This is an optimization exercise on Yosys and OpenROAD, whose aim is small area and a short achievable clock period, not a production implementation.
Function was checked by simulation only, so behaviour that the tests miss may differ from the original.
Power figures rest on the tool's default switching activity, not on a simulated workload.

== run a ==
==> module Register_File, before the edit <==
module Register_File(
    input  logic [32*31-1:0] r,      
    input  logic [31:1]      sel,
    output logic [31:0]      q
    );
    always_comb begin
        q = 32'd0;
        for (int i = 1; i < 32; i++)
            q = q | ({32{sel[i]}} & r[32*(i-1) +: 32]);
    end
endmodule
Settings: LEC_CHECK=0, CAP_MARGIN=20, CORE_MARGIN=2, CORE_UTILIZATION=40, SETUP_SLACK_MARGIN=5, SLEW_MARGIN=20, TNS_END_PERCENT=0; clock period 13.0 ns.
standard.sh (not shown) runs the stock make flow with config.mk's settings and CLKGATE_MAP_FILE= SYNTH_SCRIPT=/design/flow/synth_recipe.tcl, a recipe that flattens the netlist after the stock synthesis.
==> flow/flow/run.sh <==
#!/bin/bash
# Layout flow: the standard ORFS flow (standard.sh) with these changes.
#  1. Synthesis is synth_recipe.tcl unchanged except for its ABC technology-mapping
#     call. The modules ALU, Register_File (one read port's AND-OR) and RF_Decode
#     (one read port's select decoder) are kept apart until that call, which maps
#     ALU with ORFS's area script (flow/map.abc), RF_Decode with ORFS's speed
#     script (flow/speed.abc), Register_File with a delay-relaxed area-recovering
#     script (flow/relaxed.abc) and the rest with an area-recovering script
#     (flow/area.abc). synth_recipe.tcl then flattens the design as usual.
#     Registers are mapped before ABC runs and all sit in the top module, so they
#     are the standard synthesis's.
#  2. Clock tree synthesis uses clkbuf_8 buffers, clusters of at most 12 sinks
#     within 50 um, and inserts no dummy loads.
#  3. Ports are buffered with buf_1 cells; timing repair resizes them where needed.
# Each tool's full output goes to the ORFS logs under orfs/logs/, and make's own
# output to flow_make.log, in the folder this runs in.
set -euo pipefail
W=$(pwd)

{
  cat <<'TCL'
proc abc {args} {
  set i [lsearch -exact $args -script]
  set j [expr {$i + 1}]
  set done [list]
  foreach {m sc} $::env(OWN_ABC_MAP) {
    yosys abc {*}[lreplace $args $j $j $sc] $m
    lappend done $m
  }
  foreach m [split [string trim [tee -q -s result.string select -list-mod *]] "\n"] {
    if {[lsearch -exact $done $m] < 0} {
      yosys abc {*}[lreplace $args $j $j $::env(OWN_ABC_SCRIPT)] $m
    }
  }
}
TCL
  cat "$W/synth_recipe.tcl"
} > "$W/own_synth.tcl"
export OWN_ABC_SCRIPT="$W/flow/area.abc"
export OWN_ABC_MAP="ALU $W/flow/map.abc RF_Decode $W/flow/speed.abc Register_File $W/flow/relaxed.abc"

sed -e "s#SYNTH_SCRIPT=[^ ]*#SYNTH_SCRIPT=$W/own_synth.tcl#" "$W/standard.sh" > "$W/own_standard.sh"
grep -q "SYNTH_SCRIPT=$W/own_synth.tcl" "$W/own_standard.sh"

bash "$W/own_standard.sh" \
  "SYNTH_KEEP_MODULES=ALU Register_File RF_Decode" \
  "CTS_ARGS=-sink_clustering_enable -repair_clock_nets -buf_list sky130_fd_sc_hd__clkbuf_8 -dont_use_dummy_load -sink_clustering_size 12 -sink_clustering_max_diameter 50" \
  "BUFFER_PORTS_ARGS=-buffer_cell sky130_fd_sc_hd__buf_1" \
  finish > "$W/flow_make.log" 2>&1
test -s "$W/out/final.def"
Other scripts of this flow, unchanged in this note and not shown: flow/flow/area.abc, flow/flow/map.abc, flow/flow/relaxed.abc, flow/flow/speed.abc
The inputs of run b differ from those of run a as listed below.
-- flow/design.v --
<<< run a, line 51
    output logic [31:0]      q
    );
    always_comb begin
        q = 32'd0;
        for (int i = 1; i < 32; i++)
            q = q | ({32{sel[i]}} & r[32*(i-1) +: 32]);
    end
endmodule
module RF_Decode(
>>> run b, line 51
    output logic [31:0]      q
    );
    logic [31:0] t [0:31];
    always_comb begin
        t[0] = 32'd0;
        for (int i = 1; i < 32; i++) t[i] = {32{sel[i]}} & r[32*(i-1) +: 32];
        for (int w = 16; w >= 1; w = w / 2)
            for (int i = 0; i < w; i++) t[i] = t[2*i] | t[2*i + 1];
    end
    assign q = t[0];
endmodule
module RF_Decode(
## What came out
Layout checks on run b: not met. Flow itself completed; violations: max-capacitance violations, max-slew violations.
Reported max-cap violation count: run a and run b compared, higher one is run b
Against run a, run b reports a cell count that is lower.
Detailed placement HPWL, run a and run b, lower one = run a.
The power dissipated by switching net loads on run b is in line with that on run a.
As of run b, floorplan die width had fallen slightly compared to run a.
Compared with run a, in run b final clock period utilization by the worst path shows no meaningful change, total of clock buffers placed in the layout went up by 3, inserted tap cell count -0.68%, sequential share of layout area +0.62 points.

## what the ideal ports hide
Ports are ideal in the flow. The routed layouts listed here were re-timed in OpenROAD.
Step 1: set_driving_cell puts a clkbuf_16 on clk and a buf_2 on each other input, an assumption about the parent block.
Step 2 also shifts input and output timing later by t, the mid clock arrival at the registers, as if the neighbouring blocks saw the same clock.
a / b / c = ideal ports / drivers / drivers and shift; a / b = the first two.
run | shift t [ns] | slack for setup (ns) | worst register clock-pin slew, ns | worst slew at a driven data input, ns | cell pins on the clock port's net
run a | 0.930 | 3.207 / 3.029 / 2.356 | 0.09 / 0.09 | 0.24 | 1
run b | 0.943 | 3.201 / 3.150 / 2.519 | 0.09 / 0.09 | 0.07 | 1
The setup slack of run a, which loses most, moves by -0.178 ns with the drivers and by -0.851 ns with both steps.
